Background: an optimization exercise with open tools, aiming at small area. Do not read the settings as production practice. Where RTL was checked, it was by simulation tests only, not by an equivalence proof against the original.

## v6
==> flow/design.v (excerpt) <==
module Median_Finder_9inputs_8bits(
    output wire [7:0] median_pixel,
    output wire       out_valid,
    input  wire [7:0] pixel0, pixel1, pixel2,
    input  wire [7:0] pixel3, pixel4, pixel5,
    input  wire [7:0] pixel6, pixel7, pixel8,
    input  wire       in_valid,
    input  wire       rst,
    input  wire       clk
);
Size: ~740 cells after synthesis, roughly 130 flip-flops, ~84 I/O pins.
Settings: LEC_CHECK=0, ABC_AREA=1, CAP_MARGIN=20, CORE_MARGIN=2, CORE_UTILIZATION=40, CTS_BUF_LIST=sky130_fd_sc_hd__clkbuf_8, GPL_TIMING_DRIVEN=0, SLEW_MARGIN=20; clock period 2.5 ns.
standard.sh (not shown) runs the stock make flow with config.mk's settings and CLKGATE_MAP_FILE= SYNTH_SCRIPT=/design/flow/synth_recipe.tcl, a recipe that flattens the netlist after the stock synthesis.
==> flow/flow/run.sh <==
#!/bin/bash
# Own layout flow: the standard flow, with two changes:
#  - synthesis maps the logic with the ABC script in flow/abc.script (an
#    area-oriented mapping) instead of ORFS's; the rest of the standard
#    synthesis (synth_recipe.tcl) is unchanged, so registers keep their names;
#  - port buffers are plain buffers (flow/ports.txt names the cell) instead
#    of the default delay cell.
# Each tool's output goes to a log file in the folder this runs in.
set -euo pipefail
W=$PWD
F=$W/flow
sed 's|log_cmd abc {\*}\$abc_args|log_cmd abc {*}[lreplace $abc_args 1 1 '"$F"'/abc.script]|' \
    "$FLOW_HOME/scripts/synth.tcl" > "$W/own_synth_core.tcl"
grep -q "$F/abc.script" "$W/own_synth_core.tcl"
sed "s|source \$::env(SCRIPTS_DIR)/synth.tcl|source $W/own_synth_core.tcl|" \
    "$W/synth_recipe.tcl" > "$W/own_synth.tcl"
grep -q "own_synth_core.tcl" "$W/own_synth.tcl"
bash "$W/standard.sh" "SYNTH_SCRIPT=$W/own_synth.tcl" synth > "$W/own_synth.log" 2>&1
EXTRA=()
while read -r line; do
    [[ -z "$line" || "$line" == \#* ]] || EXTRA+=("$line")
done < "$F/make_vars.txt"
bash "$W/standard.sh" "${EXTRA[@]}" finish > "$W/own_layout.log" 2>&1
==> flow/flow/abc.script <==
strash
dch
map -D 2000
topo
stime -c
buffer -c
upsize -D 2000 -c
dnsize -D 2000 -c
==> flow/flow/make_vars.txt <==
# extra make variables for the layout, one per line
BUFFER_PORTS_ARGS=-buffer_cell sky130_fd_sc_hd__buf_1
CTS_ARGS=-sink_clustering_enable -repair_clock_nets -root_buf sky130_fd_sc_hd__clkbuf_8 -buf_list sky130_fd_sc_hd__clkbuf_4 -dont_use_dummy_load
Here is what was changed in the inputs of v7 compared with v6.
--- a/flow/flow/run.sh
+++ b/flow/flow/run.sh
@@ -4,6 +4,7 @@
 #    area-oriented mapping) instead of ORFS's; the rest of the standard
 #    synthesis (synth_recipe.tcl) is unchanged, so registers keep their names;
-#  - port buffers are plain buffers (flow/ports.txt names the cell) instead
-#    of the default delay cell.
+#  - flow/make_vars.txt adds make variables to the layout steps (one per
+#    line), here the cell buffer_ports puts on every port: a small plain
+#    buffer instead of the default delay cell.
 # Each tool's output goes to a log file in the folder this runs in.
 set -euo pipefail
==> flow/flow/abc.script <==
strash
dch
map -D 1500
topo
stime -c
buffer -c
upsize -D 1500 -c
dnsize -D 1500 -c
==> flow/flow/make_vars.txt <==
# extra make variables for the layout, one per line
BUFFER_PORTS_ARGS=-buffer_cell sky130_fd_sc_hd__buf_1
[summary]
v7 was carried through to the last stage, and its layout satisfied the timing, DRC and antenna checks. v6 finished every step from synthesis to the final layout, and the layout passed the timing, DRC and antenna checks. In the metrics for v7 and v6, the one carrying the higher non-clock buffer count is v6. The final cell count was comparable across v7 and v6. Summary — wire length, v7 relative to v6: higher, by 270 um. Taking v6 as the reference, in v7 final hold slack shows a reduction of 0.019 ns; post-CTS setup buffer count shows a reduction of 1. As of v7, length of routed met2 wiring had risen by a little under 10% compared to v6.


== run 1 ==
Median_Finder_9inputs_8bits, a different RTL version from the one above (not shown whole).
Size: roughly 840 cells after synthesis, ~120 flip-flops, roughly 5800 um^2 of cells after synthesis.
export LEC_CHECK = 0
export ABC_AREA = 1
export CAP_MARGIN = 20
export CORE_MARGIN = 2
export CORE_UTILIZATION = 40
export CTS_BUF_LIST = sky130_fd_sc_hd__clkbuf_8
export GPL_TIMING_DRIVEN = 0
export SLEW_MARGIN = 20
create_clock -name core_clock -period 2.5 [get_ports {clk}]
==> flow/flow/run.sh <==
#!/bin/bash
# Own layout flow: the standard flow, with two changes:
#  - synthesis maps the logic with the ABC script in flow/abc.script (an
#    area-oriented mapping) instead of ORFS's; the rest of the standard
#    synthesis (synth_recipe.tcl) is unchanged, so registers keep their names;
#  - port buffers are plain buffers (flow/ports.txt names the cell) instead
#    of the default delay cell.
# Each tool's output goes to a log file in the folder this runs in.
set -euo pipefail
W=$PWD
F=$W/flow
sed 's|log_cmd abc {\*}\$abc_args|log_cmd abc {*}[lreplace $abc_args 1 1 '"$F"'/abc.script]|' \
    "$FLOW_HOME/scripts/synth.tcl" > "$W/own_synth_core.tcl"
grep -q "$F/abc.script" "$W/own_synth_core.tcl"
sed "s|source \$::env(SCRIPTS_DIR)/synth.tcl|source $W/own_synth_core.tcl|" \
    "$W/synth_recipe.tcl" > "$W/own_synth.tcl"
grep -q "own_synth_core.tcl" "$W/own_synth.tcl"
bash "$W/standard.sh" "SYNTH_SCRIPT=$W/own_synth.tcl" synth > "$W/own_synth.log" 2>&1
EXTRA=()
while read -r line; do
    [[ -z "$line" || "$line" == \#* ]] || EXTRA+=("$line")
done < "$F/make_vars.txt"
bash "$W/standard.sh" "${EXTRA[@]}" finish > "$W/own_layout.log" 2>&1
==> flow/flow/abc.script <==
strash
dch
map -D 2000
topo
stime -c
buffer -c
upsize -D 2000 -c
dnsize -D 2000 -c
==> flow/flow/make_vars.txt <==
# extra make variables for the layout, one per line
BUFFER_PORTS_ARGS=-buffer_cell sky130_fd_sc_hd__buf_2
Input-level comparison between run 2 and run 1:
==> flow/flow/abc.script <==
strash
dch
map -B 0.9
topo
stime -c
buffer -c
upsize -c
dnsize -c
diff --git a/flow/config.mk b/flow/config.mk
--- a/flow/config.mk
+++ b/flow/config.mk
@@ -12,2 +11,0 @@
-export CTS_BUF_LIST = sky130_fd_sc_hd__clkbuf_8
-export GPL_TIMING_DRIVEN = 0
Findings:
Synthesis-to-layout area growth: run 2 vs run 1 down 9.7 points
Min transition time of the tightest slew-check pin across run 2 and run 1: run 2
What run 2 reported for die area has to be multiplied by 0.807 to get the figure for run 1.
Relative to run 1, sequential portion of the cell area has decreased by 4.7 points in run 2.
From run 1 to run 2 the numbers moved as follows: via-per-instance ratio dropped 9.7%; number of placed instances, taps included up 402.
#### Input delta (run 3 over run 2)
==> flow/flow/abc.script <==
strash
dch
map -D 2000
topo
stime -c
buffer -c
upsize -D 2000 -c
dnsize -D 2000 -c
--- outcome ---
Looking at global-route usage over all layers across run 3 and run 2, the one that comes out higher is run 3.
Comparing run 3 and run 2, the higher actual slew at the worst max-slew pin was measured on run 3.
Minimum setup slack in the final design for run 3: 0.028 ns down relative to run 2


main:
Median_Finder_9inputs_8bits, a different RTL version from the one above (not shown whole).
For scale: ~840 cells after synthesis, ~84 I/O pins.
## Median_Finder_9inputs_8bits
module Median_Finder_9inputs_8bits(
    output wire [7:0] median_pixel,
    output wire       out_valid,
    input  wire [7:0] pixel0, pixel1, pixel2,
    input  wire [7:0] pixel3, pixel4, pixel5,
    input  wire [7:0] pixel6, pixel7, pixel8,
    input  wire       in_valid,
    input  wire       rst,
    input  wire       clk
);
clock: 2.5 ns
lec_check: 0
abc_area: 1
cap_margin: 20
core_margin: 2
core_utilization: 40
slew_margin: 20
==> flow/flow/abc.script <==
strash
dch
map -a
topo
stime -c
buffer -c
upsize -c
dnsize -c
Scripts as last shown in full above: flow/flow/run.sh, flow/flow/make_vars.txt
What the final checks of main revealed, after a flow that finished every stage, was a layout that fails on negative setup slack.
For the feature branch, these inputs were changed with respect to main:
==> flow/flow/abc.script <==
strash
dch
amap
topo
stime -c
--- outcome ---
- Final checks on the feature branch, whose flow otherwise completed, came back failing, citing negative setup slack.
- In the feature branch, the detailed placer's ending HPWL came out about 6% above the value in main.
- The final reports for the feature branch and main show total negative slack for setup checks lower in the former.
- Hold slack: the feature branch vs main up 0.0044 ns
- [compare] base=main new=the feature branch: clock latency reported for the late side of the worst-skew pair neither gained nor lost much, cell area lost 1100 um^2.
- Compared with main, the feature branch shows a lower fmax.
- Between main and the feature branch, the utilization after layout does not differ in any meaningful way.
- Lower clock-buffer cell count was reported by the feature branch, not main.
- Summary of the feature branch over main: worst setup slack fell by 0.48 ns, number of gates resized after CTS fell by about 54%, global-route usage rose by 3.3 points.
No run of this note included a check of the RTL's function; only the layout flow was run.


== JK ==
Median_Finder_9inputs_8bits with an RTL version that a note above also has.
For scale: roughly 740 cells after synthesis, ~130 flip-flops, ~84 I/O pins, roughly 5500 um2 of cells after synthesis.
## Median_Finder_9inputs_8bits
module Median_Finder_9inputs_8bits(
    output wire [7:0] median_pixel,
    output wire       out_valid,
    input  wire [7:0] pixel0, pixel1, pixel2,
    input  wire [7:0] pixel3, pixel4, pixel5,
    input  wire [7:0] pixel6, pixel7, pixel8,
    input  wire       in_valid,
    input  wire       rst,
    input  wire       clk
);
    reg [3:0] valid_q;
    always @(posedge clk) begin
        if (rst) valid_q <= 4'b0;
        else     valid_q <= {valid_q[2:0], in_valid};
    end
    assign out_valid = valid_q[3];
    wire [7:0] x0_0 = pixel0, x0_1 = pixel1, x0_2 = pixel2;
    wire [7:0] x0_3 = pixel3, x0_4 = pixel4, x0_5 = pixel5;
    wire [7:0] x0_6 = pixel6, x0_7 = pixel7, x0_8 = pixel8;
    wire [7:0] m;    
    wire e7_0 = x0_0[7];
    wire e7_1 = x0_1[7];
    wire e7_2 = x0_2[7];
    wire e7_3 = x0_3[7];
    wire e7_4 = x0_4[7];
    wire e7_5 = x0_5[7];
    wire e7_6 = x0_6[7];
    wire e7_7 = x0_7[7];
    wire e7_8 = x0_8[7];
    assign m[7] = maj9({e7_8, e7_7, e7_6, e7_5, e7_4, e7_3, e7_2, e7_1, e7_0});
    wire g7_0 = 1'b0, l7_0 = 1'b0;
    wire g7_1 = 1'b0, l7_1 = 1'b0;
    wire g7_2 = 1'b0, l7_2 = 1'b0;
  ...
clock: 2.5 ns
lec_check: 0
abc_area: 1
cap_margin: 20
core_margin: 2
core_utilization: 40
cts_buf_list: sky130_fd_sc_hd__clkbuf_8
gpl_timing_driven: 0
slew_margin: 20
==> flow/flow/abc.script <==
strash
dch
map -D 2000
topo
stime -c
buffer -c
upsize -D 2000 -c
dnsize -D 2000 -c
Scripts as last shown in full above: flow/flow/run.sh, flow/flow/make_vars.txt
Input changes introduced in MS (baseline for comparison: JK):
Settings: CORE_UTILIZATION now 60, was 40.
==> flow/flow/make_vars.txt <==
# extra make variables for the layout, one per line
BUFFER_PORTS_ARGS=-buffer_cell sky130_fd_sc_hd__buf_1
Notes after the runs:
NOTE die area JK->MS decreased by more than a quarter
JK → MS: footprint of the flip-flops and latches ~0 delta.
[inputs] AL vs MS
Settings: a change of CORE_UTILIZATION from 60 to 40.
diff --git a/flow/flow/run.sh b/flow/flow/run.sh
--- a/flow/flow/run.sh
+++ b/flow/flow/run.sh
@@ -5,4 +5,5 @@
 #    synthesis (synth_recipe.tcl) is unchanged, so registers keep their names;
-#  - port buffers are plain buffers (flow/ports.txt names the cell) instead
-#    of the default delay cell.
+#  - flow/make_vars.txt adds make variables to the layout steps (one per
+#    line), here the cell buffer_ports puts on every port: a small plain
+#    buffer instead of the default delay cell.
 # Each tool's output goes to a log file in the folder this runs in.
==> flow/flow/make_vars.txt <==
# extra make variables for the layout, one per line
BUFFER_PORTS_ARGS=-buffer_cell sky130_fd_sc_hd__buf_1
CTS_ARGS=-sink_clustering_enable -repair_clock_nets -buf_list sky130_fd_sc_hd__clkbuf_4 -dont_use_dummy_load -sink_clustering_size 8
--- outcome ---
- Higher count of plain and timing-repair buffers among MS and AL: MS
- Critical path start-end classification = input port to flip-flop: AL; critical path start-end classification = flip-flop to flip-flop: MS
- AL against MS: insertion delay to the later sink of the worst-skew pair climbed 80 ps.
### AL -> TR
diff --git a/flow/flow/run.sh b/flow/flow/run.sh
--- a/flow/flow/run.sh
+++ b/flow/flow/run.sh
@@ -5,5 +5,4 @@
 #    synthesis (synth_recipe.tcl) is unchanged, so registers keep their names;
-#  - flow/make_vars.txt adds make variables to the layout steps (one per
-#    line), here the cell buffer_ports puts on every port: a small plain
-#    buffer instead of the default delay cell.
+#  - port buffers are plain buffers (flow/ports.txt names the cell) instead
+#    of the default delay cell.
 # Each tool's output goes to a log file in the folder this runs in.
==> flow/flow/make_vars.txt <==
# extra make variables for the layout, one per line
BUFFER_PORTS_ARGS=-buffer_cell sky130_fd_sc_hd__buf_1
CTS_ARGS=-sink_clustering_enable -repair_clock_nets -buf_list sky130_fd_sc_hd__clkbuf_8 -dont_use_dummy_load
Sequential share of layout area, AL and TR: larger value in AL
For TR, the cell class with the largest area share was multi-input gates, unlike AL, where it was registers.
Final area, TR vs AL: up by a few percent
Die area came out exactly the same in AL and TR.
The clock edge transition at the registers on the reported setup and hold paths of TR falls short of that of AL by 40 ps.
Between AL and TR, diode insertion count for antenna repair decreased.
Compared with AL, TR shows non-clock buffer total of the final layout that has gone up by a few percent.


Starting RTL as in the previous note.
==> flow/config.mk <==
export PLATFORM = sky130hd
export DESIGN_NAME = Median_Finder_9inputs_8bits
export DESIGN_NICKNAME = Median_Finder_9inputs_8bits
export VERILOG_FILES = /design/flow/design.v
export SDC_FILE = /design/flow/constraint.sdc
export NUM_CORES = 4
export LEC_CHECK = 0
export ABC_AREA = 1
export CAP_MARGIN = 20
export CORE_MARGIN = 2
export CORE_UTILIZATION = 40
export CTS_BUF_LIST = sky130_fd_sc_hd__clkbuf_8
export GPL_TIMING_DRIVEN = 0
export SLEW_MARGIN = 20
==> flow/constraint.sdc <==
create_clock -name core_clock -period 2.5 [get_ports {clk}]
set_input_delay 0.5000 -clock core_clock [delete_from_list [all_inputs] [get_ports {clk}]]
set_output_delay 0.5000 -clock core_clock [all_outputs]
set_load 0.01 [all_outputs]
==> flow/flow/run.sh <==
#!/bin/bash
# Own layout flow: the standard flow, with two changes:
#  - synthesis maps the logic with the ABC script in flow/abc.script (an
#    area-oriented mapping) instead of ORFS's; the rest of the standard
#    synthesis (synth_recipe.tcl) is unchanged, so registers keep their names;
#  - port buffers are plain buffers (flow/ports.txt names the cell) instead
#    of the default delay cell.
# Each tool's output goes to a log file in the folder this runs in.
set -euo pipefail
W=$PWD
F=$W/flow
sed 's|log_cmd abc {\*}\$abc_args|log_cmd abc {*}[lreplace $abc_args 1 1 '"$F"'/abc.script]|' \
    "$FLOW_HOME/scripts/synth.tcl" > "$W/own_synth_core.tcl"
grep -q "$F/abc.script" "$W/own_synth_core.tcl"
sed "s|source \$::env(SCRIPTS_DIR)/synth.tcl|source $W/own_synth_core.tcl|" \
    "$W/synth_recipe.tcl" > "$W/own_synth.tcl"
grep -q "own_synth_core.tcl" "$W/own_synth.tcl"
bash "$W/standard.sh" "SYNTH_SCRIPT=$W/own_synth.tcl" synth > "$W/own_synth.log" 2>&1
EXTRA=()
while read -r line; do
    [[ -z "$line" || "$line" == \#* ]] || EXTRA+=("$line")
done < "$F/make_vars.txt"
bash "$W/standard.sh" "${EXTRA[@]}" finish > "$W/own_layout.log" 2>&1
==> flow/flow/make_vars.txt <==
# extra make variables for the layout, one per line
BUFFER_PORTS_ARGS=-buffer_cell sky130_fd_sc_hd__buf_1
CTS_ARGS=-sink_clustering_enable -repair_clock_nets -buf_list {sky130_fd_sc_hd__clkbuf_4 sky130_fd_sc_hd__clkbuf_8} -dont_use_dummy_load -sink_clustering_size 10
Scripts as last shown in full above: flow/flow/abc.script
Edit:
==> flow/flow/make_vars.txt (replaced) <==
# extra make variables for the layout, one per line
BUFFER_PORTS_ARGS=-buffer_cell sky130_fd_sc_hd__buf_1
CTS_ARGS=-sink_clustering_enable -repair_clock_nets -buf_list sky130_fd_sc_hd__clkbuf_4 -dont_use_dummy_load -sink_clustering_size 8 -sink_clustering_max_diameter 40
Clock skew went up by 0.016 ns.
Utilization went down by 1.1 points.
Via count went down by 1.1%.
Routed wire length went down by 0.74%.
Synthesized cell count does not change.
Worst setup slack improved by 0.055 ns.
Hold slack got worse by 0.082 ns.
Non-clock buffer count went down by 3.
Final area went down by 2.2%.
Edit:
--- a/flow/flow/run.sh
+++ b/flow/flow/run.sh
@@ -1,8 +1,11 @@
 #!/bin/bash
-# Own layout flow: the standard flow, with two changes:
-#  - synthesis maps the logic with the ABC script in flow/abc.script (an
-#    area-oriented mapping) instead of ORFS's; the rest of the standard
-#    synthesis (synth_recipe.tcl) is unchanged, so registers keep their names;
-#  - port buffers are plain buffers (flow/ports.txt names the cell) instead
-#    of the default delay cell.
+# Own layout flow: the standard flow, with these changes:
+#  - synthesis maps the logic with the ABC script in flow/abc.script (a
+#    mapping to a 2 ns delay target with area recovery) instead of ORFS's;
+#    the rest of the standard synthesis (synth_recipe.tcl) is unchanged, so
+#    registers keep their names;
+#  - flow/make_vars.txt adds make variables to the layout steps (one per
+#    line): the cell buffer_ports puts on every port (a small plain buffer
+#    instead of the default delay cell) and the clock tree options (small
+#    clock buffers, no dummy loads).
 # Each tool's output goes to a log file in the folder this runs in.
==> flow/flow/abc.script (replaced) <==
strash
&get -n
&fraig -x
&put
dc2
strash
&get -n
&dch -f
&nf -D 2000
&put
topo
stime -c
buffer -c
upsize -D 2000 -c
dnsize -D 2000 -c
==> flow/flow/make_vars.txt (replaced) <==
# extra make variables for the layout, one per line
BUFFER_PORTS_ARGS=-buffer_cell sky130_fd_sc_hd__buf_1
CTS_ARGS=-sink_clustering_enable -repair_clock_nets -buf_list sky130_fd_sc_hd__clkbuf_4 -dont_use_dummy_load -sink_clustering_size 8
--- a/flow/config.mk
+++ b/flow/config.mk
@@ -11,4 +11,4 @@
 export CORE_UTILIZATION = 40
-export CTS_BUF_LIST = sky130_fd_sc_hd__clkbuf_8
 export GPL_TIMING_DRIVEN = 0
+export SETUP_SLACK_MARGIN = 0.05
 export SLEW_MARGIN = 20
The changed run passed the timing, DRC and antenna checks.
Register-to-register slack gets worse by 0.06 ns.
Global-route usage went down by 1.7 points.
Setup slack gets worse by 0.030 ns.
Utilization barely changes.
Clock-buffer cell count stays the same.
Die area went down by 1.2%.
Sequential share of layout area went up by 0.45 points.
Cell area went down by 0.76%.
Synthesized cell count went down by 21%.
Edit:
--- a/flow/flow/run.sh
+++ b/flow/flow/run.sh
@@ -1,11 +1,8 @@
 #!/bin/bash
-# Own layout flow: the standard flow, with these changes:
-#  - synthesis maps the logic with the ABC script in flow/abc.script (a
-#    mapping to a 2 ns delay target with area recovery) instead of ORFS's;
-#    the rest of the standard synthesis (synth_recipe.tcl) is unchanged, so
-#    registers keep their names;
-#  - flow/make_vars.txt adds make variables to the layout steps (one per
-#    line): the cell buffer_ports puts on every port (a small plain buffer
-#    instead of the default delay cell) and the clock tree options (small
-#    clock buffers, no dummy loads).
+# Own layout flow: the standard flow, with two changes:
+#  - synthesis maps the logic with the ABC script in flow/abc.script (an
+#    area-oriented mapping) instead of ORFS's; the rest of the standard
+#    synthesis (synth_recipe.tcl) is unchanged, so registers keep their names;
+#  - port buffers are plain buffers (flow/ports.txt names the cell) instead
+#    of the default delay cell.
 # Each tool's output goes to a log file in the folder this runs in.
==> flow/flow/abc.script (replaced) <==
strash
dch
map -D 2000
topo
stime -c
buffer -c
upsize -D 2000 -c
dnsize -D 2000 -c
==> flow/flow/make_vars.txt (replaced) <==
# extra make variables for the layout, one per line
BUFFER_PORTS_ARGS=-buffer_cell sky130_fd_sc_hd__buf_1
--- a/flow/config.mk
+++ b/flow/config.mk
@@ -11,4 +11,4 @@
 export CORE_UTILIZATION = 40
+export CTS_BUF_LIST = sky130_fd_sc_hd__clkbuf_8
 export GPL_TIMING_DRIVEN = 0
-export SETUP_SLACK_MARGIN = 0.05
 export SLEW_MARGIN = 20
After rerunning: Setup slack gets better by 0.0064 ns. Maximum frequency is about the same. Clock-buffer cell count is unchanged. Die area rises by 1.3%. Hold slack improves by 0.10 ns. Via count increases by 12%. Area after synthesis is higher by 1.3%.
Edit:
==> flow/flow/make_vars.txt (replaced) <==
# extra make variables for the layout, one per line
BUFFER_PORTS_ARGS=-buffer_cell sky130_fd_sc_hd__buf_1
CTS_ARGS=-sink_clustering_enable -repair_clock_nets -buf_list sky130_fd_sc_hd__clkbuf_4 -dont_use_dummy_load -sink_clustering_size 8
--- a/flow/config.mk
+++ b/flow/config.mk
@@ -11,4 +11,4 @@
 export CORE_UTILIZATION = 40
-export CTS_BUF_LIST = sky130_fd_sc_hd__clkbuf_8
 export GPL_TIMING_DRIVEN = 0
+export SETUP_SLACK_MARGIN = -0.1
 export SLEW_MARGIN = 20
The new run reached the layout checks and failed them: setup timing.
Critical path depth does not change.
Maximum frequency goes down by 8.3%.
Final cell count goes down by 1.3%.
Hold slack is worse by 0.077 ns.

## afterwards: timing with drivers on the ports
In the flow no input, the clock included, has a driving cell. The finished layouts below were timed again as built, in two steps. Step 1 (the two cells are an assumption about what drives the block):
set clk [get_ports {clk}]
set_driving_cell -lib_cell sky130_fd_sc_hd__clkbuf_16 $clk
set_driving_cell -lib_cell sky130_fd_sc_hd__buf_2 [delete_from_list [all_inputs] $clk]
Step 2 adds t to the input delays and takes it off the output delays; t is the mean of the earliest and latest rising clock arrival at the registers after step 1. Input paths then give back, and output paths get back, about the clock's delay inside the block. Slacks: ideal / step 1 / step 2; pairs: ideal / step 1.
run | t (ns) | setup slack, ns | latest minus earliest clock arrival (ns) | slew at the worst register clock pin (ns) | worst data-port slew with drivers (ns)
v6 | 0.420 | 0.071 / 0.082 / -0.339 | 0.054 / 0.053 | 0.12 / 0.12 | 0.04
v7 | 0.454 | 0.131 / 0.131 / -0.197 | 0.010 / 0.010 | 0.08 / 0.08 | 0.04
run 1 | 0.461 | 0.156 / 0.121 / -0.232 | 0.016 / 0.017 | 0.08 / 0.08 | 0.04
run 2 | 0.454 | 0.164 / 0.119 / -0.057 | 0.009 / 0.009 | 0.06 / 0.06 | 0.03
run 3 | 0.446 | 0.136 / 0.096 / -0.178 | 0.006 / 0.006 | 0.05 / 0.05 | 0.03
main | 0.389 | -0.777 / -0.777 / -1.106 | 0.013 / 0.014 | 0.07 / 0.07 | 0.05
the feature branch | 0.395 | -1.255 / -1.255 / -1.510 | 0.007 / 0.008 | 0.07 / 0.07 | 0.06
JK | 0.465 | 0.120 / 0.120 / -0.316 | 0.011 / 0.012 | 0.08 / 0.08 | 0.03
MS | 0.459 | 0.086 / 0.086 / -0.301 | 0.015 / 0.015 | 0.08 / 0.08 | 0.04
AL | 0.521 | 0.167 / 0.178 / -0.343 | 0.051 / 0.052 | 0.12 / 0.12 | 0.03
TR | 0.457 | 0.113 / 0.125 / -0.332 | 0.039 / 0.039 | 0.08 / 0.08 | 0.04
the first run of note 5 | 0.457 | 0.113 / 0.125 / -0.332 | 0.039 / 0.039 | 0.08 / 0.08 | 0.04
the second run of note 5 | 0.521 | 0.167 / 0.178 / -0.343 | 0.051 / 0.052 | 0.12 / 0.12 | 0.03
the third run of note 5 | 0.551 | 0.137 / 0.137 / -0.390 | 0.039 / 0.039 | 0.11 / 0.11 | 0.03
the fourth run of note 5 | 0.475 | 0.144 / 0.156 / -0.320 | 0.012 / 0.013 | 0.08 / 0.08 | 0.04
the fifth run of note 5 | 0.522 | -0.068 / -0.058 / -0.580 | 0.055 / 0.055 | 0.12 / 0.12 | 0.04
With both steps, setup timing fails in 13 of these runs, where it was met with ideal ports. The setup slack of the third run of note 5, which loses most, moves by 0.000 ns with the drivers and by -0.527 ns with both steps.
